From an optimization exercise on the open Yosys and OpenROAD flow, aimed at small area; shortcuts taken in it are not production practice. Only simulation tests tie the RTL to the original design; equivalence was not proved. The clock port is modelled as an ideal driver; clocking choices that lean on that would not hold on a real chip. Power figures rest on the tool's default switching activity, not on a simulated workload.

==> design.v <==
module sbox_s (x, y);
  input [3:0] x;
  output [3:0] y;
  wire n10, n11, n12, n13, n14, n15, n16, n17, n18, n19, n20, n21, n22, n6, n7, n8, n9;
  c_clkinv g0 (.A(x[2]), .Y(n10));
  c_nor2 g1 (.A(x[1]), .B(x[2]), .Y(n11));
  c_nand2b g2 (.A_N(x[0]), .B(x[3]), .Y(n12));
  c_nor2 g3 (.A(n10), .B(x[0]), .Y(n13));
  c_o21ai g4 (.A1(x[3]), .A2(n13), .B1(n12), .Y(n14));
  c_and3 g5 (.A(n10), .B(x[0]), .C(x[3]), .X(n15));
  c_nand2 g6 (.A(n11), .B(n14), .Y(n16));
  c_o21ai g7 (.A1(n11), .A2(n14), .B1(n16), .Y(n8));
  c_nor2 g8 (.A(x[0]), .B(x[3]), .Y(n17));
  c_nor2b g9 (.A(n10), .B_N(x[1]), .Y(n18));
  c_nor3 g10 (.A(n17), .B(n18), .C(n15), .Y(n19));
  c_a21oi g11 (.A1(n17), .A2(n18), .B1(n19), .Y(n7));
  c_nor2 g12 (.A(n11), .B(n18), .Y(n20));
  c_nor2 g13 (.A(n12), .B(n20), .Y(n21));
  c_a21oi g14 (.A1(n12), .A2(n20), .B1(n21), .Y(n6));
  c_a22oi g15 (.A1(n10), .A2(x[0]), .B1(x[1]), .B2(x[3]), .Y(n22));
  c_o22ai g16 (.A1(x[1]), .A2(n14), .B1(n15), .B2(n22), .Y(n9));
  assign y[0] = n6;
  assign y[1] = n7;
  assign y[2] = n8;
  assign y[3] = n9;
endmodule
module sbox_k (x, y);
  input [3:0] x;
  output [3:0] y;
  wire n10, n11, n12, n13, n14, n15, n16, n17, n18, n19, n20, n21, n22, n23, n24, n25, n6, n7, n8, n9;
  c_clkinv g0 (.A(x[1]), .Y(n10));
  c_clkinv g1 (.A(x[2]), .Y(n11));
  c_clkinv g2 (.A(x[3]), .Y(n12));
  c_nand2 g3 (.A(x[0]), .B(x[3]), .Y(n13));
  c_nor2 g4 (.A(x[2]), .B(n13), .Y(n14));
  c_nor2 g5 (.A(x[1]), .B(x[2]), .Y(n15));
  c_nand2b g6 (.A_N(x[0]), .B(n12), .Y(n16));
  c_o21ai g7 (.A1(n11), .A2(n16), .B1(n13), .Y(n17));
  c_nor2 g8 (.A(n15), .B(n17), .Y(n18));
  c_a21oi g9 (.A1(n10), .A2(n14), .B1(n18), .Y(n8));
  c_nor2 g10 (.A(n10), .B(n11), .Y(n19));
  c_o21ai g11 (.A1(n14), .A2(n19), .B1(n16), .Y(n20));
  c_o21ai g12 (.A1(n16), .A2(n19), .B1(n20), .Y(n7));
  c_nor2 g13 (.A(x[0]), .B(n12), .Y(n21));
  c_nor2 g14 (.A(n15), .B(n19), .Y(n22));
  c_nor2 g15 (.A(n21), .B(n22), .Y(n23));
  c_a21oi g16 (.A1(n21), .A2(n22), .B1(n23), .Y(n6));
  c_a22oi g17 (.A1(n11), .A2(x[0]), .B1(x[1]), .B2(x[3]), .Y(n24));
  c_nor2 g18 (.A(n14), .B(n24), .Y(n25));
  c_a21oi g19 (.A1(n10), .A2(n17), .B1(n25), .Y(n9));
  assign y[0] = n6;
  assign y[1] = n7;
  assign y[2] = n8;
  assign y[3] = n9;
endmodule
module c_a21oi (A1, A2, B1, Y);
input A1;
input A2;
input B1;
output Y;
assign Y = (~A1&~B1) | (~A2&~B1);
endmodule
module c_a22oi (A1, A2, B1, B2, Y);
input A1;
input A2;
input B1;
input B2;
output Y;
assign Y = (~A1&~B1) | (~A1&~B2) | (~A2&~B1) | (~A2&~B2);
endmodule
module c_and3 (A, B, C, X);
input A;
input B;
input C;
output X;
assign X = (A&B&C);
endmodule
module c_clkinv (A, Y);
input A;
output Y;
assign Y = (~A);
endmodule
module c_nand2 (A, B, Y);
input A;
input B;
output Y;
assign Y = (~A) | (~B);
endmodule
module c_nand2b (A_N, B, Y);
input A_N;
input B;
output Y;
assign Y = (A_N) | (~B);
endmodule
module c_nor2 (A, B, Y);
input A;
input B;
output Y;
assign Y = (~A&~B);
endmodule
module c_nor2b (A, B_N, Y);
input A;
input B_N;
output Y;
assign Y = (~A&B_N);
endmodule
module c_nor3 (A, B, C, Y);
input A;
input B;
input C;
output Y;
assign Y = (~A&~B&~C);
endmodule
module c_o21ai (A1, A2, B1, Y);
input A1;
input A2;
input B1;
output Y;
assign Y = (~A1&~A2) | (~B1);
endmodule
module c_o22a (A1, A2, B1, B2, X);
input A1;
input A2;
input B1;
input B2;
output X;
assign X = (A1&B1) | (A2&B1) | (A1&B2) | (A2&B2);
endmodule
module c_o22ai (A1, A2, B1, B2, Y);
input A1;
input A2;
input B1;
input B2;
output Y;
assign Y = (~B1&~B2) | (~A1&~A2);
endmodule
module c_xnor2 (A, B, Y);
input A;
input B;
output Y;
assign Y = (~A&~B) | (A&B);
endmodule
module c_xor2 (A, B, X);
input A;
input B;
output X;
assign X = (A&~B) | (~A&B);
endmodule
module counter (clk,reset,count);
  input clk;
  input reset;
  output reg [4:0]count;
  always @(posedge clk)
    begin
      if(reset)
        count<=5'b00000;
      else
        count<=count+5'b00001;
    end
endmodule
module boron_top (clk, plain_txt, key_in, cipher_txt, select, count1, reset);
input [63:0] plain_txt;
input [127:0] key_in;
input clk, select, reset;
output [63:0] cipher_txt;
output [4:0] count1;
reg [63:0] state_n;
reg [127:0] key;
wire [4:0] count;
wire ns;
wire [63:0] si, so, x;
wire [63:0] nstate_n;
wire [127:0] s, nkey;
wire [15:0] t1, t2;
assign count1 = count;
counter c2 (clk, reset, count);
c_clkinv u_ns (.A(select), .Y(ns));
always @(posedge clk) begin
  state_n <= nstate_n;
  key <= nkey;
end
c_xnor2 u_si0 (.A(state_n[0]), .B(key[0]), .Y(si[0]));
c_xnor2 u_si1 (.A(state_n[1]), .B(key[1]), .Y(si[1]));
c_xnor2 u_si2 (.A(state_n[2]), .B(key[2]), .Y(si[2]));
c_xnor2 u_si3 (.A(state_n[3]), .B(key[3]), .Y(si[3]));
c_xnor2 u_si4 (.A(state_n[4]), .B(key[4]), .Y(si[4]));
c_xnor2 u_si5 (.A(state_n[5]), .B(key[5]), .Y(si[5]));
c_xnor2 u_si6 (.A(state_n[6]), .B(key[6]), .Y(si[6]));
c_xnor2 u_si7 (.A(state_n[7]), .B(key[7]), .Y(si[7]));
c_xnor2 u_si8 (.A(state_n[8]), .B(key[8]), .Y(si[8]));
c_xnor2 u_si9 (.A(state_n[9]), .B(key[9]), .Y(si[9]));
c_xnor2 u_si10 (.A(state_n[10]), .B(key[10]), .Y(si[10]));
c_xnor2 u_si11 (.A(state_n[11]), .B(key[11]), .Y(si[11]));
c_xnor2 u_si12 (.A(state_n[12]), .B(key[12]), .Y(si[12]));
c_xnor2 u_si13 (.A(state_n[13]), .B(key[13]), .Y(si[13]));
c_xnor2 u_si14 (.A(state_n[14]), .B(key[14]), .Y(si[14]));
c_xnor2 u_si15 (.A(state_n[15]), .B(key[15]), .Y(si[15]));
c_xnor2 u_si16 (.A(state_n[16]), .B(key[16]), .Y(si[16]));
c_xnor2 u_si17 (.A(state_n[17]), .B(key[17]), .Y(si[17]));
c_xnor2 u_si18 (.A(state_n[18]), .B(key[18]), .Y(si[18]));
c_xnor2 u_si19 (.A(state_n[19]), .B(key[19]), .Y(si[19]));
c_xnor2 u_si20 (.A(state_n[20]), .B(key[20]), .Y(si[20]));
c_xnor2 u_si21 (.A(state_n[21]), .B(key[21]), .Y(si[21]));
c_xnor2 u_si22 (.A(state_n[22]), .B(key[22]), .Y(si[22]));
c_xnor2 u_si23 (.A(state_n[23]), .B(key[23]), .Y(si[23]));
c_xnor2 u_si24 (.A(state_n[24]), .B(key[24]), .Y(si[24]));
c_xnor2 u_si25 (.A(state_n[25]), .B(key[25]), .Y(si[25]));
c_xnor2 u_si26 (.A(state_n[26]), .B(key[26]), .Y(si[26]));
c_xnor2 u_si27 (.A(state_n[27]), .B(key[27]), .Y(si[27]));
c_xnor2 u_si28 (.A(state_n[28]), .B(key[28]), .Y(si[28]));
c_xnor2 u_si29 (.A(state_n[29]), .B(key[29]), .Y(si[29]));
c_xnor2 u_si30 (.A(state_n[30]), .B(key[30]), .Y(si[30]));
c_xnor2 u_si31 (.A(state_n[31]), .B(key[31]), .Y(si[31]));
c_xnor2 u_si32 (.A(state_n[32]), .B(key[32]), .Y(si[32]));
c_xnor2 u_si33 (.A(state_n[33]), .B(key[33]), .Y(si[33]));
c_xnor2 u_si34 (.A(state_n[34]), .B(key[34]), .Y(si[34]));
c_xnor2 u_si35 (.A(state_n[35]), .B(key[35]), .Y(si[35]));
c_xnor2 u_si36 (.A(state_n[36]), .B(key[36]), .Y(si[36]));
c_xnor2 u_si37 (.A(state_n[37]), .B(key[37]), .Y(si[37]));
c_xnor2 u_si38 (.A(state_n[38]), .B(key[38]), .Y(si[38]));
c_xnor2 u_si39 (.A(state_n[39]), .B(key[39]), .Y(si[39]));
c_xnor2 u_si40 (.A(state_n[40]), .B(key[40]), .Y(si[40]));
c_xnor2 u_si41 (.A(state_n[41]), .B(key[41]), .Y(si[41]));
c_xnor2 u_si42 (.A(state_n[42]), .B(key[42]), .Y(si[42]));
c_xnor2 u_si43 (.A(state_n[43]), .B(key[43]), .Y(si[43]));
c_xnor2 u_si44 (.A(state_n[44]), .B(key[44]), .Y(si[44]));
c_xnor2 u_si45 (.A(state_n[45]), .B(key[45]), .Y(si[45]));
c_xnor2 u_si46 (.A(state_n[46]), .B(key[46]), .Y(si[46]));
c_xnor2 u_si47 (.A(state_n[47]), .B(key[47]), .Y(si[47]));
c_xnor2 u_si48 (.A(state_n[48]), .B(key[48]), .Y(si[48]));
c_xnor2 u_si49 (.A(state_n[49]), .B(key[49]), .Y(si[49]));
c_xnor2 u_si50 (.A(state_n[50]), .B(key[50]), .Y(si[50]));
c_xnor2 u_si51 (.A(state_n[51]), .B(key[51]), .Y(si[51]));
c_xnor2 u_si52 (.A(state_n[52]), .B(key[52]), .Y(si[52]));
c_xnor2 u_si53 (.A(state_n[53]), .B(key[53]), .Y(si[53]));
c_xnor2 u_si54 (.A(state_n[54]), .B(key[54]), .Y(si[54]));
c_xnor2 u_si55 (.A(state_n[55]), .B(key[55]), .Y(si[55]));
c_xnor2 u_si56 (.A(state_n[56]), .B(key[56]), .Y(si[56]));
c_xnor2 u_si57 (.A(state_n[57]), .B(key[57]), .Y(si[57]));
c_xnor2 u_si58 (.A(state_n[58]), .B(key[58]), .Y(si[58]));
c_xnor2 u_si59 (.A(state_n[59]), .B(key[59]), .Y(si[59]));
c_xnor2 u_si60 (.A(state_n[60]), .B(key[60]), .Y(si[60]));
c_xnor2 u_si61 (.A(state_n[61]), .B(key[61]), .Y(si[61]));
c_xnor2 u_si62 (.A(state_n[62]), .B(key[62]), .Y(si[62]));
c_xnor2 u_si63 (.A(state_n[63]), .B(key[63]), .Y(si[63]));
assign cipher_txt = si;
sbox_s u_sb0 (.x(si[3:0]), .y(so[3:0]));
sbox_s u_sb1 (.x(si[7:4]), .y(so[7:4]));
sbox_s u_sb2 (.x(si[11:8]), .y(so[11:8]));
sbox_s u_sb3 (.x(si[15:12]), .y(so[15:12]));
sbox_s u_sb4 (.x(si[19:16]), .y(so[19:16]));
sbox_s u_sb5 (.x(si[23:20]), .y(so[23:20]));
sbox_s u_sb6 (.x(si[27:24]), .y(so[27:24]));
sbox_s u_sb7 (.x(si[31:28]), .y(so[31:28]));
sbox_s u_sb8 (.x(si[35:32]), .y(so[35:32]));
sbox_s u_sb9 (.x(si[39:36]), .y(so[39:36]));
sbox_s u_sb10 (.x(si[43:40]), .y(so[43:40]));
sbox_s u_sb11 (.x(si[47:44]), .y(so[47:44]));
sbox_s u_sb12 (.x(si[51:48]), .y(so[51:48]));
sbox_s u_sb13 (.x(si[55:52]), .y(so[55:52]));
sbox_s u_sb14 (.x(si[59:56]), .y(so[59:56]));
sbox_s u_sb15 (.x(si[63:60]), .y(so[63:60]));
c_xnor2 u_t1_0 (.A(so[33]), .B(so[7]), .Y(t1[0]));
c_xor2 u_t2_0 (.A(so[63]), .B(so[20]), .X(t2[0]));
c_xnor2 u_x63_0 (.A(so[63]), .B(t1[0]), .Y(x[48]));
assign x[32] = t1[0];
assign x[16] = t2[0];
c_xnor2 u_x15_0 (.A(t2[0]), .B(so[7]), .Y(x[0]));
c_xnor2 u_t1_1 (.A(so[34]), .B(so[8]), .Y(t1[1]));
c_xnor2 u_t2_1 (.A(so[48]), .B(so[21]), .Y(t2[1]));
c_xnor2 u_x63_1 (.A(so[48]), .B(t1[1]), .Y(x[49]));
assign x[33] = t1[1];
assign x[17] = t2[1];
c_xnor2 u_x15_1 (.A(t2[1]), .B(so[8]), .Y(x[1]));
c_xnor2 u_t1_2 (.A(so[35]), .B(so[9]), .Y(t1[2]));
c_xor2 u_t2_2 (.A(so[49]), .B(so[22]), .X(t2[2]));
c_xor2 u_x63_2 (.A(so[49]), .B(t1[2]), .X(x[50]));
assign x[34] = t1[2];
assign x[18] = t2[2];
c_xor2 u_x15_2 (.A(t2[2]), .B(so[9]), .X(x[2]));
c_xnor2 u_t1_3 (.A(so[36]), .B(so[10]), .Y(t1[3]));
c_xnor2 u_t2_3 (.A(so[50]), .B(so[23]), .Y(t2[3]));
c_xor2 u_x63_3 (.A(so[50]), .B(t1[3]), .X(x[51]));
assign x[35] = t1[3];
assign x[19] = t2[3];
c_xor2 u_x15_3 (.A(t2[3]), .B(so[10]), .X(x[3]));
c_xnor2 u_t1_4 (.A(so[37]), .B(so[11]), .Y(t1[4]));
c_xor2 u_t2_4 (.A(so[51]), .B(so[24]), .X(t2[4]));
c_xnor2 u_x63_4 (.A(so[51]), .B(t1[4]), .Y(x[52]));
assign x[36] = t1[4];
assign x[20] = t2[4];
c_xnor2 u_x15_4 (.A(t2[4]), .B(so[11]), .Y(x[4]));
c_xnor2 u_t1_5 (.A(so[38]), .B(so[12]), .Y(t1[5]));
c_xnor2 u_t2_5 (.A(so[52]), .B(so[25]), .Y(t2[5]));
c_xnor2 u_x63_5 (.A(so[52]), .B(t1[5]), .Y(x[53]));
assign x[37] = t1[5];
assign x[21] = t2[5];
c_xnor2 u_x15_5 (.A(t2[5]), .B(so[12]), .Y(x[5]));
c_xnor2 u_t1_6 (.A(so[39]), .B(so[13]), .Y(t1[6]));
c_xor2 u_t2_6 (.A(so[53]), .B(so[26]), .X(t2[6]));
c_xor2 u_x63_6 (.A(so[53]), .B(t1[6]), .X(x[54]));
assign x[38] = t1[6];
assign x[22] = t2[6];
c_xor2 u_x15_6 (.A(t2[6]), .B(so[13]), .X(x[6]));
c_xnor2 u_t1_7 (.A(so[40]), .B(so[14]), .Y(t1[7]));
c_xnor2 u_t2_7 (.A(so[54]), .B(so[27]), .Y(t2[7]));
c_xor2 u_x63_7 (.A(so[54]), .B(t1[7]), .X(x[55]));
assign x[39] = t1[7];
assign x[23] = t2[7];
c_xor2 u_x15_7 (.A(t2[7]), .B(so[14]), .X(x[7]));
c_xnor2 u_t1_8 (.A(so[41]), .B(so[15]), .Y(t1[8]));
c_xor2 u_t2_8 (.A(so[55]), .B(so[28]), .X(t2[8]));
c_xnor2 u_x63_8 (.A(so[55]), .B(t1[8]), .Y(x[56]));
assign x[40] = t1[8];
assign x[24] = t2[8];
c_xnor2 u_x15_8 (.A(t2[8]), .B(so[15]), .Y(x[8]));
c_xnor2 u_t1_9 (.A(so[42]), .B(so[0]), .Y(t1[9]));
c_xnor2 u_t2_9 (.A(so[56]), .B(so[29]), .Y(t2[9]));
c_xnor2 u_x63_9 (.A(so[56]), .B(t1[9]), .Y(x[57]));
assign x[41] = t1[9];
assign x[25] = t2[9];
c_xnor2 u_x15_9 (.A(t2[9]), .B(so[0]), .Y(x[9]));
c_xnor2 u_t1_10 (.A(so[43]), .B(so[1]), .Y(t1[10]));
c_xor2 u_t2_10 (.A(so[57]), .B(so[30]), .X(t2[10]));
c_xor2 u_x63_10 (.A(so[57]), .B(t1[10]), .X(x[58]));
assign x[42] = t1[10];
assign x[26] = t2[10];
c_xor2 u_x15_10 (.A(t2[10]), .B(so[1]), .X(x[10]));
c_xnor2 u_t1_11 (.A(so[44]), .B(so[2]), .Y(t1[11]));
c_xnor2 u_t2_11 (.A(so[58]), .B(so[31]), .Y(t2[11]));
c_xor2 u_x63_11 (.A(so[58]), .B(t1[11]), .X(x[59]));
assign x[43] = t1[11];
assign x[27] = t2[11];
c_xor2 u_x15_11 (.A(t2[11]), .B(so[2]), .X(x[11]));
c_xnor2 u_t1_12 (.A(so[45]), .B(so[3]), .Y(t1[12]));
c_xor2 u_t2_12 (.A(so[59]), .B(so[16]), .X(t2[12]));
c_xnor2 u_x63_12 (.A(so[59]), .B(t1[12]), .Y(x[60]));
assign x[44] = t1[12];
assign x[28] = t2[12];
c_xnor2 u_x15_12 (.A(t2[12]), .B(so[3]), .Y(x[12]));
c_xnor2 u_t1_13 (.A(so[46]), .B(so[4]), .Y(t1[13]));
c_xnor2 u_t2_13 (.A(so[60]), .B(so[17]), .Y(t2[13]));
c_xnor2 u_x63_13 (.A(so[60]), .B(t1[13]), .Y(x[61]));
assign x[45] = t1[13];
assign x[29] = t2[13];
c_xnor2 u_x15_13 (.A(t2[13]), .B(so[4]), .Y(x[13]));
c_xnor2 u_t1_14 (.A(so[47]), .B(so[5]), .Y(t1[14]));
c_xor2 u_t2_14 (.A(so[61]), .B(so[18]), .X(t2[14]));
c_xor2 u_x63_14 (.A(so[61]), .B(t1[14]), .X(x[62]));
assign x[46] = t1[14];
assign x[30] = t2[14];
c_xor2 u_x15_14 (.A(t2[14]), .B(so[5]), .X(x[14]));
c_xnor2 u_t1_15 (.A(so[32]), .B(so[6]), .Y(t1[15]));
c_xnor2 u_t2_15 (.A(so[62]), .B(so[19]), .Y(t2[15]));
c_xor2 u_x63_15 (.A(so[62]), .B(t1[15]), .X(x[63]));
assign x[47] = t1[15];
assign x[31] = t2[15];
c_xor2 u_x15_15 (.A(t2[15]), .B(so[6]), .X(x[15]));
c_o22ai u_ms0 (.A1(select), .A2(x[0]), .B1(ns), .B2(plain_txt[0]), .Y(nstate_n[0]));
c_o22ai u_ms1 (.A1(select), .A2(x[1]), .B1(ns), .B2(plain_txt[1]), .Y(nstate_n[1]));
c_o22ai u_ms2 (.A1(select), .A2(x[2]), .B1(ns), .B2(plain_txt[2]), .Y(nstate_n[2]));
c_o22ai u_ms3 (.A1(select), .A2(x[3]), .B1(ns), .B2(plain_txt[3]), .Y(nstate_n[3]));
c_o22ai u_ms4 (.A1(select), .A2(x[4]), .B1(ns), .B2(plain_txt[4]), .Y(nstate_n[4]));
c_o22ai u_ms5 (.A1(select), .A2(x[5]), .B1(ns), .B2(plain_txt[5]), .Y(nstate_n[5]));
c_o22ai u_ms6 (.A1(select), .A2(x[6]), .B1(ns), .B2(plain_txt[6]), .Y(nstate_n[6]));
c_o22ai u_ms7 (.A1(select), .A2(x[7]), .B1(ns), .B2(plain_txt[7]), .Y(nstate_n[7]));
c_o22ai u_ms8 (.A1(select), .A2(x[8]), .B1(ns), .B2(plain_txt[8]), .Y(nstate_n[8]));
c_o22ai u_ms9 (.A1(select), .A2(x[9]), .B1(ns), .B2(plain_txt[9]), .Y(nstate_n[9]));
c_o22ai u_ms10 (.A1(select), .A2(x[10]), .B1(ns), .B2(plain_txt[10]), .Y(nstate_n[10]));
c_o22ai u_ms11 (.A1(select), .A2(x[11]), .B1(ns), .B2(plain_txt[11]), .Y(nstate_n[11]));
c_o22ai u_ms12 (.A1(select), .A2(x[12]), .B1(ns), .B2(plain_txt[12]), .Y(nstate_n[12]));
c_o22ai u_ms13 (.A1(select), .A2(x[13]), .B1(ns), .B2(plain_txt[13]), .Y(nstate_n[13]));
c_o22ai u_ms14 (.A1(select), .A2(x[14]), .B1(ns), .B2(plain_txt[14]), .Y(nstate_n[14]));
c_o22ai u_ms15 (.A1(select), .A2(x[15]), .B1(ns), .B2(plain_txt[15]), .Y(nstate_n[15]));
c_o22ai u_ms16 (.A1(select), .A2(x[16]), .B1(ns), .B2(plain_txt[16]), .Y(nstate_n[16]));
c_o22ai u_ms17 (.A1(select), .A2(x[17]), .B1(ns), .B2(plain_txt[17]), .Y(nstate_n[17]));
c_o22ai u_ms18 (.A1(select), .A2(x[18]), .B1(ns), .B2(plain_txt[18]), .Y(nstate_n[18]));
c_o22ai u_ms19 (.A1(select), .A2(x[19]), .B1(ns), .B2(plain_txt[19]), .Y(nstate_n[19]));
c_o22ai u_ms20 (.A1(select), .A2(x[20]), .B1(ns), .B2(plain_txt[20]), .Y(nstate_n[20]));
c_o22ai u_ms21 (.A1(select), .A2(x[21]), .B1(ns), .B2(plain_txt[21]), .Y(nstate_n[21]));
c_o22ai u_ms22 (.A1(select), .A2(x[22]), .B1(ns), .B2(plain_txt[22]), .Y(nstate_n[22]));
c_o22ai u_ms23 (.A1(select), .A2(x[23]), .B1(ns), .B2(plain_txt[23]), .Y(nstate_n[23]));
c_o22ai u_ms24 (.A1(select), .A2(x[24]), .B1(ns), .B2(plain_txt[24]), .Y(nstate_n[24]));
c_o22ai u_ms25 (.A1(select), .A2(x[25]), .B1(ns), .B2(plain_txt[25]), .Y(nstate_n[25]));
c_o22ai u_ms26 (.A1(select), .A2(x[26]), .B1(ns), .B2(plain_txt[26]), .Y(nstate_n[26]));
c_o22ai u_ms27 (.A1(select), .A2(x[27]), .B1(ns), .B2(plain_txt[27]), .Y(nstate_n[27]));
c_o22ai u_ms28 (.A1(select), .A2(x[28]), .B1(ns), .B2(plain_txt[28]), .Y(nstate_n[28]));
c_o22ai u_ms29 (.A1(select), .A2(x[29]), .B1(ns), .B2(plain_txt[29]), .Y(nstate_n[29]));
c_o22ai u_ms30 (.A1(select), .A2(x[30]), .B1(ns), .B2(plain_txt[30]), .Y(nstate_n[30]));
c_o22ai u_ms31 (.A1(select), .A2(x[31]), .B1(ns), .B2(plain_txt[31]), .Y(nstate_n[31]));
c_o22ai u_ms32 (.A1(select), .A2(x[32]), .B1(ns), .B2(plain_txt[32]), .Y(nstate_n[32]));
c_o22ai u_ms33 (.A1(select), .A2(x[33]), .B1(ns), .B2(plain_txt[33]), .Y(nstate_n[33]));
c_o22ai u_ms34 (.A1(select), .A2(x[34]), .B1(ns), .B2(plain_txt[34]), .Y(nstate_n[34]));
c_o22ai u_ms35 (.A1(select), .A2(x[35]), .B1(ns), .B2(plain_txt[35]), .Y(nstate_n[35]));
c_o22ai u_ms36 (.A1(select), .A2(x[36]), .B1(ns), .B2(plain_txt[36]), .Y(nstate_n[36]));
c_o22ai u_ms37 (.A1(select), .A2(x[37]), .B1(ns), .B2(plain_txt[37]), .Y(nstate_n[37]));
c_o22ai u_ms38 (.A1(select), .A2(x[38]), .B1(ns), .B2(plain_txt[38]), .Y(nstate_n[38]));
c_o22ai u_ms39 (.A1(select), .A2(x[39]), .B1(ns), .B2(plain_txt[39]), .Y(nstate_n[39]));
c_o22ai u_ms40 (.A1(select), .A2(x[40]), .B1(ns), .B2(plain_txt[40]), .Y(nstate_n[40]));
c_o22ai u_ms41 (.A1(select), .A2(x[41]), .B1(ns), .B2(plain_txt[41]), .Y(nstate_n[41]));
c_o22ai u_ms42 (.A1(select), .A2(x[42]), .B1(ns), .B2(plain_txt[42]), .Y(nstate_n[42]));
c_o22ai u_ms43 (.A1(select), .A2(x[43]), .B1(ns), .B2(plain_txt[43]), .Y(nstate_n[43]));
c_o22ai u_ms44 (.A1(select), .A2(x[44]), .B1(ns), .B2(plain_txt[44]), .Y(nstate_n[44]));
c_o22ai u_ms45 (.A1(select), .A2(x[45]), .B1(ns), .B2(plain_txt[45]), .Y(nstate_n[45]));
c_o22ai u_ms46 (.A1(select), .A2(x[46]), .B1(ns), .B2(plain_txt[46]), .Y(nstate_n[46]));
c_o22ai u_ms47 (.A1(select), .A2(x[47]), .B1(ns), .B2(plain_txt[47]), .Y(nstate_n[47]));
c_o22ai u_ms48 (.A1(select), .A2(x[48]), .B1(ns), .B2(plain_txt[48]), .Y(nstate_n[48]));
c_o22ai u_ms49 (.A1(select), .A2(x[49]), .B1(ns), .B2(plain_txt[49]), .Y(nstate_n[49]));
c_o22ai u_ms50 (.A1(select), .A2(x[50]), .B1(ns), .B2(plain_txt[50]), .Y(nstate_n[50]));
c_o22ai u_ms51 (.A1(select), .A2(x[51]), .B1(ns), .B2(plain_txt[51]), .Y(nstate_n[51]));
c_o22ai u_ms52 (.A1(select), .A2(x[52]), .B1(ns), .B2(plain_txt[52]), .Y(nstate_n[52]));
c_o22ai u_ms53 (.A1(select), .A2(x[53]), .B1(ns), .B2(plain_txt[53]), .Y(nstate_n[53]));
c_o22ai u_ms54 (.A1(select), .A2(x[54]), .B1(ns), .B2(plain_txt[54]), .Y(nstate_n[54]));
c_o22ai u_ms55 (.A1(select), .A2(x[55]), .B1(ns), .B2(plain_txt[55]), .Y(nstate_n[55]));
c_o22ai u_ms56 (.A1(select), .A2(x[56]), .B1(ns), .B2(plain_txt[56]), .Y(nstate_n[56]));
c_o22ai u_ms57 (.A1(select), .A2(x[57]), .B1(ns), .B2(plain_txt[57]), .Y(nstate_n[57]));
c_o22ai u_ms58 (.A1(select), .A2(x[58]), .B1(ns), .B2(plain_txt[58]), .Y(nstate_n[58]));
c_o22ai u_ms59 (.A1(select), .A2(x[59]), .B1(ns), .B2(plain_txt[59]), .Y(nstate_n[59]));
c_o22ai u_ms60 (.A1(select), .A2(x[60]), .B1(ns), .B2(plain_txt[60]), .Y(nstate_n[60]));
c_o22ai u_ms61 (.A1(select), .A2(x[61]), .B1(ns), .B2(plain_txt[61]), .Y(nstate_n[61]));
c_o22ai u_ms62 (.A1(select), .A2(x[62]), .B1(ns), .B2(plain_txt[62]), .Y(nstate_n[62]));
c_o22ai u_ms63 (.A1(select), .A2(x[63]), .B1(ns), .B2(plain_txt[63]), .Y(nstate_n[63]));
assign s = {key[114:0], key[127:115]};
wire [127:0] ks;
sbox_k u_ks0 (.x(s[3:0]), .y(ks[3:0]));
sbox_k u_ks1 (.x(s[7:4]), .y(ks[7:4]));
assign ks[58:8] = s[58:8];
c_xor2 u_kc0 (.A(s[59]), .B(count[0]), .X(ks[59]));
c_xor2 u_kc1 (.A(s[60]), .B(count[1]), .X(ks[60]));
c_xor2 u_kc2 (.A(s[61]), .B(count[2]), .X(ks[61]));
c_xor2 u_kc3 (.A(s[62]), .B(count[3]), .X(ks[62]));
c_xor2 u_kc4 (.A(s[63]), .B(count[4]), .X(ks[63]));
assign ks[127:64] = s[127:64];
c_o22a u_mk0 (.A1(select), .A2(ks[0]), .B1(ns), .B2(key_in[0]), .X(nkey[0]));
c_o22a u_mk1 (.A1(select), .A2(ks[1]), .B1(ns), .B2(key_in[1]), .X(nkey[1]));
c_o22a u_mk2 (.A1(select), .A2(ks[2]), .B1(ns), .B2(key_in[2]), .X(nkey[2]));
c_o22a u_mk3 (.A1(select), .A2(ks[3]), .B1(ns), .B2(key_in[3]), .X(nkey[3]));
c_o22a u_mk4 (.A1(select), .A2(ks[4]), .B1(ns), .B2(key_in[4]), .X(nkey[4]));
c_o22a u_mk5 (.A1(select), .A2(ks[5]), .B1(ns), .B2(key_in[5]), .X(nkey[5]));
c_o22a u_mk6 (.A1(select), .A2(ks[6]), .B1(ns), .B2(key_in[6]), .X(nkey[6]));
c_o22a u_mk7 (.A1(select), .A2(ks[7]), .B1(ns), .B2(key_in[7]), .X(nkey[7]));
c_o22a u_mk8 (.A1(select), .A2(ks[8]), .B1(ns), .B2(key_in[8]), .X(nkey[8]));
c_o22a u_mk9 (.A1(select), .A2(ks[9]), .B1(ns), .B2(key_in[9]), .X(nkey[9]));
c_o22a u_mk10 (.A1(select), .A2(ks[10]), .B1(ns), .B2(key_in[10]), .X(nkey[10]));
c_o22a u_mk11 (.A1(select), .A2(ks[11]), .B1(ns), .B2(key_in[11]), .X(nkey[11]));
c_o22a u_mk12 (.A1(select), .A2(ks[12]), .B1(ns), .B2(key_in[12]), .X(nkey[12]));
c_o22a u_mk13 (.A1(select), .A2(ks[13]), .B1(ns), .B2(key_in[13]), .X(nkey[13]));
c_o22a u_mk14 (.A1(select), .A2(ks[14]), .B1(ns), .B2(key_in[14]), .X(nkey[14]));
c_o22a u_mk15 (.A1(select), .A2(ks[15]), .B1(ns), .B2(key_in[15]), .X(nkey[15]));
c_o22a u_mk16 (.A1(select), .A2(ks[16]), .B1(ns), .B2(key_in[16]), .X(nkey[16]));
c_o22a u_mk17 (.A1(select), .A2(ks[17]), .B1(ns), .B2(key_in[17]), .X(nkey[17]));
c_o22a u_mk18 (.A1(select), .A2(ks[18]), .B1(ns), .B2(key_in[18]), .X(nkey[18]));
c_o22a u_mk19 (.A1(select), .A2(ks[19]), .B1(ns), .B2(key_in[19]), .X(nkey[19]));
c_o22a u_mk20 (.A1(select), .A2(ks[20]), .B1(ns), .B2(key_in[20]), .X(nkey[20]));
c_o22a u_mk21 (.A1(select), .A2(ks[21]), .B1(ns), .B2(key_in[21]), .X(nkey[21]));
c_o22a u_mk22 (.A1(select), .A2(ks[22]), .B1(ns), .B2(key_in[22]), .X(nkey[22]));
c_o22a u_mk23 (.A1(select), .A2(ks[23]), .B1(ns), .B2(key_in[23]), .X(nkey[23]));
c_o22a u_mk24 (.A1(select), .A2(ks[24]), .B1(ns), .B2(key_in[24]), .X(nkey[24]));
c_o22a u_mk25 (.A1(select), .A2(ks[25]), .B1(ns), .B2(key_in[25]), .X(nkey[25]));
c_o22a u_mk26 (.A1(select), .A2(ks[26]), .B1(ns), .B2(key_in[26]), .X(nkey[26]));
c_o22a u_mk27 (.A1(select), .A2(ks[27]), .B1(ns), .B2(key_in[27]), .X(nkey[27]));
c_o22a u_mk28 (.A1(select), .A2(ks[28]), .B1(ns), .B2(key_in[28]), .X(nkey[28]));
c_o22a u_mk29 (.A1(select), .A2(ks[29]), .B1(ns), .B2(key_in[29]), .X(nkey[29]));
c_o22a u_mk30 (.A1(select), .A2(ks[30]), .B1(ns), .B2(key_in[30]), .X(nkey[30]));
c_o22a u_mk31 (.A1(select), .A2(ks[31]), .B1(ns), .B2(key_in[31]), .X(nkey[31]));
c_o22a u_mk32 (.A1(select), .A2(ks[32]), .B1(ns), .B2(key_in[32]), .X(nkey[32]));
c_o22a u_mk33 (.A1(select), .A2(ks[33]), .B1(ns), .B2(key_in[33]), .X(nkey[33]));
c_o22a u_mk34 (.A1(select), .A2(ks[34]), .B1(ns), .B2(key_in[34]), .X(nkey[34]));
c_o22a u_mk35 (.A1(select), .A2(ks[35]), .B1(ns), .B2(key_in[35]), .X(nkey[35]));
c_o22a u_mk36 (.A1(select), .A2(ks[36]), .B1(ns), .B2(key_in[36]), .X(nkey[36]));
c_o22a u_mk37 (.A1(select), .A2(ks[37]), .B1(ns), .B2(key_in[37]), .X(nkey[37]));
c_o22a u_mk38 (.A1(select), .A2(ks[38]), .B1(ns), .B2(key_in[38]), .X(nkey[38]));
c_o22a u_mk39 (.A1(select), .A2(ks[39]), .B1(ns), .B2(key_in[39]), .X(nkey[39]));
c_o22a u_mk40 (.A1(select), .A2(ks[40]), .B1(ns), .B2(key_in[40]), .X(nkey[40]));
c_o22a u_mk41 (.A1(select), .A2(ks[41]), .B1(ns), .B2(key_in[41]), .X(nkey[41]));
c_o22a u_mk42 (.A1(select), .A2(ks[42]), .B1(ns), .B2(key_in[42]), .X(nkey[42]));
c_o22a u_mk43 (.A1(select), .A2(ks[43]), .B1(ns), .B2(key_in[43]), .X(nkey[43]));
c_o22a u_mk44 (.A1(select), .A2(ks[44]), .B1(ns), .B2(key_in[44]), .X(nkey[44]));
c_o22a u_mk45 (.A1(select), .A2(ks[45]), .B1(ns), .B2(key_in[45]), .X(nkey[45]));
c_o22a u_mk46 (.A1(select), .A2(ks[46]), .B1(ns), .B2(key_in[46]), .X(nkey[46]));
c_o22a u_mk47 (.A1(select), .A2(ks[47]), .B1(ns), .B2(key_in[47]), .X(nkey[47]));
c_o22a u_mk48 (.A1(select), .A2(ks[48]), .B1(ns), .B2(key_in[48]), .X(nkey[48]));
c_o22a u_mk49 (.A1(select), .A2(ks[49]), .B1(ns), .B2(key_in[49]), .X(nkey[49]));
c_o22a u_mk50 (.A1(select), .A2(ks[50]), .B1(ns), .B2(key_in[50]), .X(nkey[50]));
c_o22a u_mk51 (.A1(select), .A2(ks[51]), .B1(ns), .B2(key_in[51]), .X(nkey[51]));
c_o22a u_mk52 (.A1(select), .A2(ks[52]), .B1(ns), .B2(key_in[52]), .X(nkey[52]));
c_o22a u_mk53 (.A1(select), .A2(ks[53]), .B1(ns), .B2(key_in[53]), .X(nkey[53]));
c_o22a u_mk54 (.A1(select), .A2(ks[54]), .B1(ns), .B2(key_in[54]), .X(nkey[54]));
c_o22a u_mk55 (.A1(select), .A2(ks[55]), .B1(ns), .B2(key_in[55]), .X(nkey[55]));
c_o22a u_mk56 (.A1(select), .A2(ks[56]), .B1(ns), .B2(key_in[56]), .X(nkey[56]));
c_o22a u_mk57 (.A1(select), .A2(ks[57]), .B1(ns), .B2(key_in[57]), .X(nkey[57]));
c_o22a u_mk58 (.A1(select), .A2(ks[58]), .B1(ns), .B2(key_in[58]), .X(nkey[58]));
c_o22a u_mk59 (.A1(select), .A2(ks[59]), .B1(ns), .B2(key_in[59]), .X(nkey[59]));
c_o22a u_mk60 (.A1(select), .A2(ks[60]), .B1(ns), .B2(key_in[60]), .X(nkey[60]));
c_o22a u_mk61 (.A1(select), .A2(ks[61]), .B1(ns), .B2(key_in[61]), .X(nkey[61]));
c_o22a u_mk62 (.A1(select), .A2(ks[62]), .B1(ns), .B2(key_in[62]), .X(nkey[62]));
c_o22a u_mk63 (.A1(select), .A2(ks[63]), .B1(ns), .B2(key_in[63]), .X(nkey[63]));
c_o22a u_mk64 (.A1(select), .A2(ks[64]), .B1(ns), .B2(key_in[64]), .X(nkey[64]));
c_o22a u_mk65 (.A1(select), .A2(ks[65]), .B1(ns), .B2(key_in[65]), .X(nkey[65]));
c_o22a u_mk66 (.A1(select), .A2(ks[66]), .B1(ns), .B2(key_in[66]), .X(nkey[66]));
c_o22a u_mk67 (.A1(select), .A2(ks[67]), .B1(ns), .B2(key_in[67]), .X(nkey[67]));
c_o22a u_mk68 (.A1(select), .A2(ks[68]), .B1(ns), .B2(key_in[68]), .X(nkey[68]));
c_o22a u_mk69 (.A1(select), .A2(ks[69]), .B1(ns), .B2(key_in[69]), .X(nkey[69]));
c_o22a u_mk70 (.A1(select), .A2(ks[70]), .B1(ns), .B2(key_in[70]), .X(nkey[70]));
c_o22a u_mk71 (.A1(select), .A2(ks[71]), .B1(ns), .B2(key_in[71]), .X(nkey[71]));
c_o22a u_mk72 (.A1(select), .A2(ks[72]), .B1(ns), .B2(key_in[72]), .X(nkey[72]));
c_o22a u_mk73 (.A1(select), .A2(ks[73]), .B1(ns), .B2(key_in[73]), .X(nkey[73]));
c_o22a u_mk74 (.A1(select), .A2(ks[74]), .B1(ns), .B2(key_in[74]), .X(nkey[74]));
c_o22a u_mk75 (.A1(select), .A2(ks[75]), .B1(ns), .B2(key_in[75]), .X(nkey[75]));
c_o22a u_mk76 (.A1(select), .A2(ks[76]), .B1(ns), .B2(key_in[76]), .X(nkey[76]));
c_o22a u_mk77 (.A1(select), .A2(ks[77]), .B1(ns), .B2(key_in[77]), .X(nkey[77]));
c_o22a u_mk78 (.A1(select), .A2(ks[78]), .B1(ns), .B2(key_in[78]), .X(nkey[78]));
c_o22a u_mk79 (.A1(select), .A2(ks[79]), .B1(ns), .B2(key_in[79]), .X(nkey[79]));
c_o22a u_mk80 (.A1(select), .A2(ks[80]), .B1(ns), .B2(key_in[80]), .X(nkey[80]));
c_o22a u_mk81 (.A1(select), .A2(ks[81]), .B1(ns), .B2(key_in[81]), .X(nkey[81]));
c_o22a u_mk82 (.A1(select), .A2(ks[82]), .B1(ns), .B2(key_in[82]), .X(nkey[82]));
c_o22a u_mk83 (.A1(select), .A2(ks[83]), .B1(ns), .B2(key_in[83]), .X(nkey[83]));
c_o22a u_mk84 (.A1(select), .A2(ks[84]), .B1(ns), .B2(key_in[84]), .X(nkey[84]));
c_o22a u_mk85 (.A1(select), .A2(ks[85]), .B1(ns), .B2(key_in[85]), .X(nkey[85]));
c_o22a u_mk86 (.A1(select), .A2(ks[86]), .B1(ns), .B2(key_in[86]), .X(nkey[86]));
c_o22a u_mk87 (.A1(select), .A2(ks[87]), .B1(ns), .B2(key_in[87]), .X(nkey[87]));
c_o22a u_mk88 (.A1(select), .A2(ks[88]), .B1(ns), .B2(key_in[88]), .X(nkey[88]));
c_o22a u_mk89 (.A1(select), .A2(ks[89]), .B1(ns), .B2(key_in[89]), .X(nkey[89]));
c_o22a u_mk90 (.A1(select), .A2(ks[90]), .B1(ns), .B2(key_in[90]), .X(nkey[90]));
c_o22a u_mk91 (.A1(select), .A2(ks[91]), .B1(ns), .B2(key_in[91]), .X(nkey[91]));
c_o22a u_mk92 (.A1(select), .A2(ks[92]), .B1(ns), .B2(key_in[92]), .X(nkey[92]));
c_o22a u_mk93 (.A1(select), .A2(ks[93]), .B1(ns), .B2(key_in[93]), .X(nkey[93]));
c_o22a u_mk94 (.A1(select), .A2(ks[94]), .B1(ns), .B2(key_in[94]), .X(nkey[94]));
c_o22a u_mk95 (.A1(select), .A2(ks[95]), .B1(ns), .B2(key_in[95]), .X(nkey[95]));
c_o22a u_mk96 (.A1(select), .A2(ks[96]), .B1(ns), .B2(key_in[96]), .X(nkey[96]));
c_o22a u_mk97 (.A1(select), .A2(ks[97]), .B1(ns), .B2(key_in[97]), .X(nkey[97]));
c_o22a u_mk98 (.A1(select), .A2(ks[98]), .B1(ns), .B2(key_in[98]), .X(nkey[98]));
c_o22a u_mk99 (.A1(select), .A2(ks[99]), .B1(ns), .B2(key_in[99]), .X(nkey[99]));
c_o22a u_mk100 (.A1(select), .A2(ks[100]), .B1(ns), .B2(key_in[100]), .X(nkey[100]));
c_o22a u_mk101 (.A1(select), .A2(ks[101]), .B1(ns), .B2(key_in[101]), .X(nkey[101]));
c_o22a u_mk102 (.A1(select), .A2(ks[102]), .B1(ns), .B2(key_in[102]), .X(nkey[102]));
c_o22a u_mk103 (.A1(select), .A2(ks[103]), .B1(ns), .B2(key_in[103]), .X(nkey[103]));
c_o22a u_mk104 (.A1(select), .A2(ks[104]), .B1(ns), .B2(key_in[104]), .X(nkey[104]));
c_o22a u_mk105 (.A1(select), .A2(ks[105]), .B1(ns), .B2(key_in[105]), .X(nkey[105]));
c_o22a u_mk106 (.A1(select), .A2(ks[106]), .B1(ns), .B2(key_in[106]), .X(nkey[106]));
c_o22a u_mk107 (.A1(select), .A2(ks[107]), .B1(ns), .B2(key_in[107]), .X(nkey[107]));
c_o22a u_mk108 (.A1(select), .A2(ks[108]), .B1(ns), .B2(key_in[108]), .X(nkey[108]));
c_o22a u_mk109 (.A1(select), .A2(ks[109]), .B1(ns), .B2(key_in[109]), .X(nkey[109]));
c_o22a u_mk110 (.A1(select), .A2(ks[110]), .B1(ns), .B2(key_in[110]), .X(nkey[110]));
c_o22a u_mk111 (.A1(select), .A2(ks[111]), .B1(ns), .B2(key_in[111]), .X(nkey[111]));
c_o22a u_mk112 (.A1(select), .A2(ks[112]), .B1(ns), .B2(key_in[112]), .X(nkey[112]));
c_o22a u_mk113 (.A1(select), .A2(ks[113]), .B1(ns), .B2(key_in[113]), .X(nkey[113]));
c_o22a u_mk114 (.A1(select), .A2(ks[114]), .B1(ns), .B2(key_in[114]), .X(nkey[114]));
c_o22a u_mk115 (.A1(select), .A2(ks[115]), .B1(ns), .B2(key_in[115]), .X(nkey[115]));
c_o22a u_mk116 (.A1(select), .A2(ks[116]), .B1(ns), .B2(key_in[116]), .X(nkey[116]));
c_o22a u_mk117 (.A1(select), .A2(ks[117]), .B1(ns), .B2(key_in[117]), .X(nkey[117]));
c_o22a u_mk118 (.A1(select), .A2(ks[118]), .B1(ns), .B2(key_in[118]), .X(nkey[118]));
c_o22a u_mk119 (.A1(select), .A2(ks[119]), .B1(ns), .B2(key_in[119]), .X(nkey[119]));
c_o22a u_mk120 (.A1(select), .A2(ks[120]), .B1(ns), .B2(key_in[120]), .X(nkey[120]));
c_o22a u_mk121 (.A1(select), .A2(ks[121]), .B1(ns), .B2(key_in[121]), .X(nkey[121]));
c_o22a u_mk122 (.A1(select), .A2(ks[122]), .B1(ns), .B2(key_in[122]), .X(nkey[122]));
c_o22a u_mk123 (.A1(select), .A2(ks[123]), .B1(ns), .B2(key_in[123]), .X(nkey[123]));
c_o22a u_mk124 (.A1(select), .A2(ks[124]), .B1(ns), .B2(key_in[124]), .X(nkey[124]));
c_o22a u_mk125 (.A1(select), .A2(ks[125]), .B1(ns), .B2(key_in[125]), .X(nkey[125]));
c_o22a u_mk126 (.A1(select), .A2(ks[126]), .B1(ns), .B2(key_in[126]), .X(nkey[126]));
c_o22a u_mk127 (.A1(select), .A2(ks[127]), .B1(ns), .B2(key_in[127]), .X(nkey[127]));
endmodule
==> flow/run.sh <==
#!/bin/bash
# Own layout flow: the standard synthesis, then the standard ORFS steps with
# smaller port buffers, synthesis buffers removed, every cell first downsized to
# its smallest drive strength, and a clock tree of small buffers,
# shrunk after CTS while the flip-flop clock slew stays low.
set -euo pipefail
cd "$(dirname "$0")/.."
F=$PWD/flow
bash standard.sh synth > synth.log 2>&1
bash standard.sh \
  REMOVE_ABC_BUFFERS=1 \
  POST_FLOORPLAN_TCL=$F/post_floorplan.tcl \
  POST_CTS_TCL=$F/post_cts.tcl \
  BUFFER_PORTS_ARGS="-buffer_cell sky130_fd_sc_hd__buf_1" \
  CTS_ARGS="-sink_clustering_enable -repair_clock_nets -dont_use_dummy_load -buf_list sky130_fd_sc_hd__clkbuf_8" \
  finish > layout.log 2>&1
==> flow/downsize.tcl <==
proc my_downsize_all {} {
  set dont_use {}
  if { [info exists ::env(DONT_USE_CELLS)] } { set dont_use $::env(DONT_USE_CELLS) }
  set best [dict create]
  set n 0
  set saved 0.0
  foreach inst [get_cells *] {
    set lc [get_lib_cells -of_objects $inst]
    set name [get_name $lc]
    if { ![regexp {^(sky130_fd_sc_hd__[a-z0-9]+)_[0-9]+$} $name -> fam] } { continue }
    if { [string match "*df*" $fam] || [string match "*tap*" $fam] || [string match "*conb*" $fam] } { continue }
    if { ![dict exists $best $fam] } {
      set bc ""
      set ba 1e9
      foreach c [get_lib_cells ${fam}_*] {
        set cn [get_name $c]
        if { ![regexp "^${fam}_\[0-9\]+\$" $cn] } { continue }
        if { [lsearch -exact $dont_use $cn] >= 0 } { continue }
        set a [get_property $c area]
        if { $a < $ba } { set ba $a; set bc $cn }
      }
      dict set best $fam [list $bc $ba]
    }
    lassign [dict get $best $fam] bc ba
    if { $bc ne "" && $bc ne $name } {
      set a0 [get_property $lc area]
      if { $ba < $a0 } {
        replace_cell $inst $bc
        incr n
        set saved [expr { $saved + $a0 - $ba }]
      }
    }
  }
  puts "my_downsize_all: resized $n cells, saved $saved um^2"
}
my_downsize_all
==> flow/post_cts.tcl <==
proc my_max_clk_slew {} {
  set m 0.0
  foreach p [get_pins -hierarchical */CLK] {
    set s [get_property $p slew_max]
    if { $s > $m } { set m $s }
  }
  return $m
}
proc my_shrink_clock_buffers { limit } {
  estimate_parasitics -placement
  puts "my_shrink_clock_buffers: start max clk slew [my_max_clk_slew]"
  foreach to {sky130_fd_sc_hd__clkbuf_4 sky130_fd_sc_hd__clkbuf_2} {
    foreach inst [get_cells *] {
      # only the buffers CTS made (named clkbuf_*), not port or repair buffers
      if { ![string match clkbuf_* [get_name $inst]] } { continue }
      set from [get_property $inst ref_name]
      if { ![string match sky130_fd_sc_hd__clkbuf_* $from] } { continue }
      if { $from eq $to } { continue }
      if { [get_property [get_lib_cells $from] area] <= [get_property [get_lib_cells $to] area] } { continue }
      replace_cell $inst $to
      estimate_parasitics -placement
      if { [my_max_clk_slew] > $limit } {
        replace_cell $inst $from
        estimate_parasitics -placement
      } else {
        puts "my_shrink_clock_buffers: [get_name $inst] $from -> $to"
      }
    }
  }
  puts "my_shrink_clock_buffers: end max clk slew [my_max_clk_slew]"
}
my_shrink_clock_buffers 0.118
==> flow/post_floorplan.tcl <==
source [file join [file dirname [info script]] downsize.tcl]
==> standard.sh <==
#!/bin/bash
# synth_recipe.tcl (not shown) runs the flow's synth.tcl, then flattens the netlist and writes it again
# the make line also repeats each setting of config.mk as NAME=value (left out here)
make -C /OpenROAD-flow-scripts/flow DESIGN_CONFIG=/design/flow/config.mk WORK_HOME=/design/flow/orfs CLKGATE_MAP_FILE= SYNTH_SCRIPT=/design/flow/synth_recipe.tcl "${@:-finish}"
==> config.mk <==
export PLATFORM = sky130hd
export DESIGN_NAME = boron_top
export DESIGN_NICKNAME = boron_top
export VERILOG_FILES = /design/flow/design.v
export SDC_FILE = /design/flow/constraint.sdc
export NUM_CORES = 4
export LEC_CHECK = 0
export CAP_MARGIN = 20
export CORE_MARGIN = 2
export CORE_UTILIZATION = 70
export SLEW_MARGIN = 20
export SYNTH_HIERARCHICAL = 1
==> constraint.sdc <==
create_clock -name core_clock -period 5.0 [get_ports {clk}]
set_input_delay 1.0000 -clock core_clock [delete_from_list [all_inputs] [get_ports {clk}]]
set_output_delay 1.0000 -clock core_clock [all_outputs]
set_load 0.01 [all_outputs]
==> run notes, run 1 <==
Pleak - 3.60 nW
maxcap violations - 0
fillcell total - 1005
Hold Vio Cnt, Final - 0
RR Startpoint - key[31]
most frequent cells in the layout - buf_1, dfxtp_1, o22a_1, xnor2_1, nor2_1
Iter 0 DRT Violations - 639
post-synthesis sequential area ratio - 42.8%
CP required - 4000 ps
Rel. slew slack - 34.7%
crit path launch - key[31]
Die X - 119 µm
post-route cell area - 0.00967 mm²
fin crit period - 2720 ps
Hold Path Class - reg2reg
sequential cell area - 0.00394 mm²
largest net degree at the start of global routing - 136
#FFs+latches synth - 197
Total Wirelength - 22.5 mm
routed len/inst - 17.3 µm
Slew Viols, Final - 0
Placed Cells - 1287
Startpoint Class - flip-flop
Clock transition at path regs - 110 ps
initial antenna violation count - 0
Setup crit end kind - output pin
Detail Route Antenna Nets - 0
area grow syn2layout - 4.88%
Ys Warns - 8
die area - 0.0141 mm²
worst r2r path cells - 7
via count - 7513
fin util - 76.0%
# nets final - 1330
multi-input logic area - 0.00421 mm²
total power - 8.05 mW
vias per inst - 5.76
Initial Util - 72.5%
r2r setup slk - 2660 ps
f_max - 368 MHz
fin cells - 1304
crit path to - cipher_txt[31]
CP Max Fanout - 6
WP data arrival - 1720 ps
IO buf count - 263
status - timing/DRC/antenna clean
commonest non-fill, non-tap cell in the layout - buf_1
count of cell types in the netlist - 20
share of cells above drive strength 1 - 2.03%
RSZ-0062 raised after global routing - no
clk_skew - 39.1 ps
dpl hpwl - 16.7 mm
global-route wire length before repair - 34.2 mm
Worst-Margin Slew - 980 ps
Site Rows - 41
total gr overflow - 0
placement-stage cell area - 0.00948 mm²
ANT cells - 0
Detailed Routing Iterations Pass 1 - 5
Avg Cell Area, Syn - 10.0 µm²
Final Cycle Share - 54.4%
CTS tree - done
Cells after Synth - 920
vias in the first global route - 6809
clk sinks - 197
Fin Setup TNS - 0 ps
RR Endpoint - state_n[11]
PD cells - 832 mW/mm²
VDD IR max - 487 µV
I/O pin count - 264
top cell type's share of synthesized area - 42.8%
Core Area - 0.0127 mm²
GRT Resource Usage Total - 31.4%
endpoints failing setup - 0
Chip Height - 119 µm
GPL Wtd Cong - 0.924
DR DRC count - 0
Mapped Area - 0.00922 mm²
area leader, netlist - dfxtp_1
top cells by area, synth - dfxtp_1, o22a_1, xnor2_1
Worst-Skew Late Latency - 610 ps
crit path kind - reg2out
[per-module statistics from Yosys (local to each module, per instance), a selection]
module / cells / copies in the design / cell area [µm²] / flops+latches
c_a21oi: 1 / 38 / 8.76 / 0
c_o22ai: 1 / 80 / 6.26 / 0
c_nor2b: 1 / 16 / 13.8 / 0
c_nand2: 1 / 18 / 3.75 / 0
sbox_s: 4 / 16 / 30.0 / 0
c_a22oi: 1 / 18 / 12.5 / 0
[Yosys cell counts, drive strengths merged]
library cell,instances
inv,23
o22ai,80
o21ai,38
xnor2,105
xor2,29
nor2b,19
ha,1
and3,16
mux2,2
a21oi,38
a22oi,18
nand2,18
buf,72
nor3,16
o22a,128
nand2b,18
nor2,100
nand3,2
dfxtp,197
[worst min path at each step]
stage | slack, ps | end | depth (start not counted) | start
floorplan | 430 | key[100] | 1 | key[87]
global placement | 430 | key[8] | 1 | key[123]
detailed placement | 430 | key[113] | 1 | key[100]
global route | 450 | key[100] | 1 | key[87]
finish | 430 | key[100] | 1 | key[87]
[per-layer routing]
layer,up-vias,global-route usage (%),wire length (µm)
li1,3696,-,-
met1,3431,39.9,9430
met2,352,51.1,10500
met3,34,9.36,2010
met4,0,10.5,535
met5,-,0,0
[worst max-delay path: stages (launching register included)]
cell,delay [ps]
dfxtp_1,350
xnor2_1,550
buf_1,210
[state kept, by name (all words and copies together), names as in the netlist]
register  flops
key         128
state_n      64
c2.count      5
[layout make-up]
type / count / share of cell area [%]
Sequential cell: 197 / 40.8
Tap cell: 172 / 2.23
Timing Repair Buffer: 267 / 10.6
Inverter: 23 / 0.944
Clock buffer: 17 / 1.97
Multi-Input combinational cell: 628 / 43.5
[through the flow]
step	hold slack, ps	setup WS (ps)
floorplan	426	806
global placement	428	2050
detailed placement	433	2030
global route	450	2210
finish	430	2280
[where the power goes]
part | total (mW) | switching [mW] | internal (mW) | leakage (nW)
clock | 0.705 | 0.466 | 0.240 | 0.104
combinational | 5.15 | 3.06 | 2.09 | 1.83
sequential | 2.19 | 0.202 | 1.99 | 1.66
total | 8.05 | 3.72 | 4.32 | 3.60
[cell families (layout without fill, tap and decap cells)]
kind of cell,count (synthesis),count (layout),share of synthesized area (%)
flops,197,197,42.8
buf+inv,95,307,6.80
compound gates,302,302,25.7
fa+ha+maj,1,1,0.136
xor+xnor,134,134,12.7
mux,2,2,0.326
simple gates,189,189,11.5
==> run 2, diff against run 1 <==
--- a/design.v
+++ b/design.v
@@ -92,6 +92,21 @@
 output Y;
 assign Y = (A_N) | (~B);
 endmodule
+module c_nand3 (A, B, C, Y);
+input A;
+input B;
+input C;
+output Y;
+assign Y = (~A) | (~B) | (~C);
+endmodule
+module c_nand4 (A, B, C, D, Y);
+input A;
+input B;
+input C;
+input D;
+output Y;
+assign Y = (~A) | (~B) | (~C) | (~D);
+endmodule
 module c_nor2 (A, B, Y);
 input A;
 input B;
@@ -146,17 +161,26 @@
 output X;
 assign X = (A&~B) | (~A&B);
 endmodule
-module counter (clk,reset,count);
+module counter (clk, reset, count);
   input clk;
   input reset;
-  output reg [4:0]count;
+  output reg [4:0] count;
+  wire [4:0] n;
+  wire e1, a2, e2, a3, e3, a4, e4;
+  c_nor2 u_n0 (.A(reset), .B(count[0]), .Y(n[0]));
+  c_xnor2 u_e1 (.A(count[1]), .B(count[0]), .Y(e1));
+  c_nor2 u_n1 (.A(reset), .B(e1), .Y(n[1]));
+  c_nand2 u_a2 (.A(count[1]), .B(count[0]), .Y(a2));
+  c_xor2 u_e2 (.A(count[2]), .B(a2), .X(e2));
+  c_nor2 u_n2 (.A(reset), .B(e2), .Y(n[2]));
+  c_nand3 u_a3 (.A(count[2]), .B(count[1]), .C(count[0]), .Y(a3));
+  c_xor2 u_e3 (.A(count[3]), .B(a3), .X(e3));
+  c_nor2 u_n3 (.A(reset), .B(e3), .Y(n[3]));
+  c_nand4 u_a4 (.A(count[3]), .B(count[2]), .C(count[1]), .D(count[0]), .Y(a4));
+  c_xor2 u_e4 (.A(count[4]), .B(a4), .X(e4));
+  c_nor2 u_n4 (.A(reset), .B(e4), .Y(n[4]));
   always @(posedge clk)
-    begin
-      if(reset)
-        count<=5'b00000;
-      else
-        count<=count+5'b00001;
-    end
+    count <= n;
 endmodule
 module boron_top (clk, plain_txt, key_in, cipher_txt, select, count1, reset);
 input [63:0] plain_txt;
==> run notes, run 2 <==
Hold Path Depth - 1 (unchanged)
count of cell types in the netlist - 18 (-10%)
Hold Path End - key[113]
# nets final - 1328 (-0.15%)
top cells by area, synth - dfxtp_1, o22a_1, xnor2_1
DR DRC count - 0 (unchanged)
f_max - 373 MHz (+1.5%)
Ys Warns - 8 (unchanged)
Slew Viols, Final - 0 (unchanged)
worst r2r path cells - 7 (unchanged)
Cells after Synth - 919 (-0.11%)
fin crit period - 2680 ps (-41.5 ps)
max reg flops - 128 (unchanged)
min-delay src - key[100]
crit path launch - key[7]
post-synthesis sequential area ratio - 42.9% (+0.12 points)
Fin Hold WS - 446 ps (+16.1 ps)
#FFs+latches synth - 197 (unchanged)
GPL Wtd Cong - 0.938 (+1.4%)
IO buf count - 263 (unchanged)
Site Rows - 41 (unchanged)
Worst-Skew Late Latency - 610 ps (about the same)
share of cells above drive strength 1 - 2.03% (about the same)
commonest non-fill, non-tap cell in the layout - buf_1
largest net degree at the start of global routing - 103 (-24%)
placement-stage cell area - 0.00946 mm² (-0.20%)
CP Max Fanout - 6 (unchanged)
Detail Route Antenna Nets - 0 (unchanged)
fillcell total - 1026 (+2.1%)
crit path kind - reg2out
count leader, synth - dfxtp_1
Compound-Gate Fraction of Synth Area - 25.8% (+0.073 points)
top flop regs - key x128, state_n x64, c2.count x5
Pleak - 3.57 nW (-0.65%)
Die X - 119 µm (-0.14%)
EDFF count, synth - 0 (unchanged)
clk_skew - 32.8 ps (-6.29 ps)
most frequent cells in the layout - buf_1, dfxtp_1, o22a_1, xnor2_1, nor2_1
VDD IR max - 542 µV (+11%)
vias in the first global route - 6703 (-1.6%)
Core Area - 0.0127 mm² (unchanged)
Initial Util - 72.3% (-0.21 points)
maxcap violations - 0 (unchanged)
I/O pin count - 264 (unchanged)
Setup crit end kind - output pin
Hold Vio Cnt, Final - 0 (unchanged)
largest family of logic cells by synthesized area - compound AO/OA/AOI/OAI gates
area leader, netlist - dfxtp_1
area grow syn2layout - 5.06%
post-route cell area - 0.00966 mm² (-0.12%)
RSZ-0062 raised after global routing - no
Mapped Area - 0.00920 mm² (-0.28%)
die area - 0.0141 mm² (-0.28%)
Chip Height - 119 µm (-0.14%)
Total Wirelength - 22.2 mm (-1.2%)
GRT Resource Usage Total - 31.1% (-0.37 points)
Worst-Margin Slew - 833 ps (-146 ps)
post-synthesis adder-cell area fraction - 0% (-0.14 points)
vias per inst - 5.76 (about the same)
mux contribution to synthesized area - 0% (-0.33 points)
Final Cycle Share - 53.6% (-0.83 points)
sequential cell area - 0.00394 mm² (unchanged)
status - timing/DRC/antenna clean
Fin Setup TNS - 0 ps (unchanged)
RR Endpoint - state_n[6]
simple-gate share of the synthesized area - 11.5% (-0.076 points)
Rel. slew slack - 44.4% (+9.8 points)
r2r setup slk - 2690 ps (+30 ps)
global-route wire length before repair - 33.9 mm (-0.89%)
Top reg by flops - key
multi-input logic area - 0.00419 mm² (-0.45%)
clk sinks - 197 (unchanged)
Hold Path Class - reg2reg
Detailed Routing Iterations Pass 1 - 7 (+2)
Clock transition at path regs - 100 ps (about the same)
Startpoint Class - flip-flop
xor/xnor share of the synthesized area - 13.0% (+0.32 points)
RR Startpoint - key[53]
via count - 7524 (+0.15%)
Iter 0 DRT Violations - 765 (+20%)
synth cell count leaders - dfxtp_1, o22a_1, xnor2_1
ys flop type - dfxtp_1
CP required - 4000 ps (about the same)
routed len/inst - 17.0 µm (-1.3%)
initial antenna violation count - 1 (+1)
FFs w/ async S/R, synth - 0% (unchanged)
total gr overflow - 0 (unchanged)
PD cells - 834 mW/mm² (+0.24%)
CTS tree - done
WP data arrival - 1680 ps (-40 ps)
Avg Cell Area, Syn - 10.0 µm² (-0.18%)
total power - 8.06 mW (+0.12%)
top cell type's share of synthesized area - 42.9% (+0.12 points)
endpoints failing setup - 0 (unchanged)
dpl hpwl - 16.7 mm (+0.37%)
run 2: cell types whose count changed after synthesis, sizes merged:
cell   previous run  this run
nand4             0         1
nor2            100       101
nand3             2         1
mux2              2         0
ha                1         0
xor2             29        32
nor2b            19        16
nand2            18        19
run 2: through the flow:
stage / worst slack [ps] / std cells / util, %
3_3_place_gp: 2050 / 1286 / 74.4
3_5_place_dp: 2040 / 1286 / 74.4
2_1_floorplan: 806 / 847 / -
6_report: 2320 / 1306 / 75.9
5_1_grt: 2240 / 1305 / 75.9
run 2: power by group:
| group | internal [mW] | leakage, nW | switching, mW |
|---|---|---|---|
| sequential | 1.99 | 1.66 | 0.207 |
| combinational | 2.10 | 1.81 | 3.07 |
| clock | 0.240 | 0.104 | 0.456 |
run 2: layer usage:
layer  track usage (%)  share of wire (%)  wire, µm
met1              40.8                 42      9300
met2              49.8                 47     10500
met3              8.11                9.1      2030
met4              10.3                2.0       435
met5                 0                  0         0
run 2: worst max path at each step:
stage | end | slack (ps)
global placement | state_n[49] | 2050
detailed placement | state_n[48] | 2040
global route | cipher_txt[7] | 2240
floorplan | key[0] | 810
finish | cipher_txt[7] | 2320
run 2: area by class of cell:
class | instances | area share [%]
inverter | 23 | 0.945
sequential | 197 | 40.8
timing repair buffer | 267 | 10.6
clock buffer | 17 | 1.97
tap | 172 | 2.23
multi-input combinational | 627 | 43.4
antenna | 3 | 0.0777
run 2: cell families after synthesis:
family,after synthesis
compound gates,302
simple gates,188
flops,197
xor+xnor,137
buf+inv,95
run 2: critical path, cell delays in order (launching register included):
cell and delay [ps]:
dfxtp_1 400, xnor2_1 450, buf_1 230
run 2: Yosys stat by module, one instance, submodules excluded, a selection:
module     cell area, µm²  times used  cells inside
boron_top            3840           1           192
c_xnor2              8.76         105             1
c_and3               6.26          16             1
c_o22ai              6.26          80             1
c_nor2               3.75         101             1
c_nand2              3.75          19             1

-- port drivers added, routing unchanged --
The results above use ideal ports. As a check the final layouts listed here were re-extracted and re-timed, cells and wires unchanged. Step 1 assumes that a clkbuf_16 drives the clock port and a buf_2 every other input. Step 2, shift: input delay + t, output delay - t, t = (earliest + latest rising clock arrival at the registers) / 2. This alone moves slack from input paths to output paths. a / b / c = ideal / step 1 / step 2; a / b = the first two.
run | t, ns | setup slack, ns | hold slack, ns | clock arrival spread, ns | slew at the worst register clock pin (ns)
run 1 | 0.625 | 2.281 / 2.243 / 1.957 | 0.430 / 0.429 / 0.429 | 0.040 / 0.040 | 0.12 / 0.12
run 2 | 0.634 | 2.322 / 2.280 / 2.028 | 0.446 / 0.446 / 0.446 | 0.033 / 0.034 | 0.11 / 0.11
After both steps setup and hold are still met in every run listed. For run 1, which loses most, drivers alone change the setup slack by -0.038 ns; drivers and shift together by -0.324 ns.
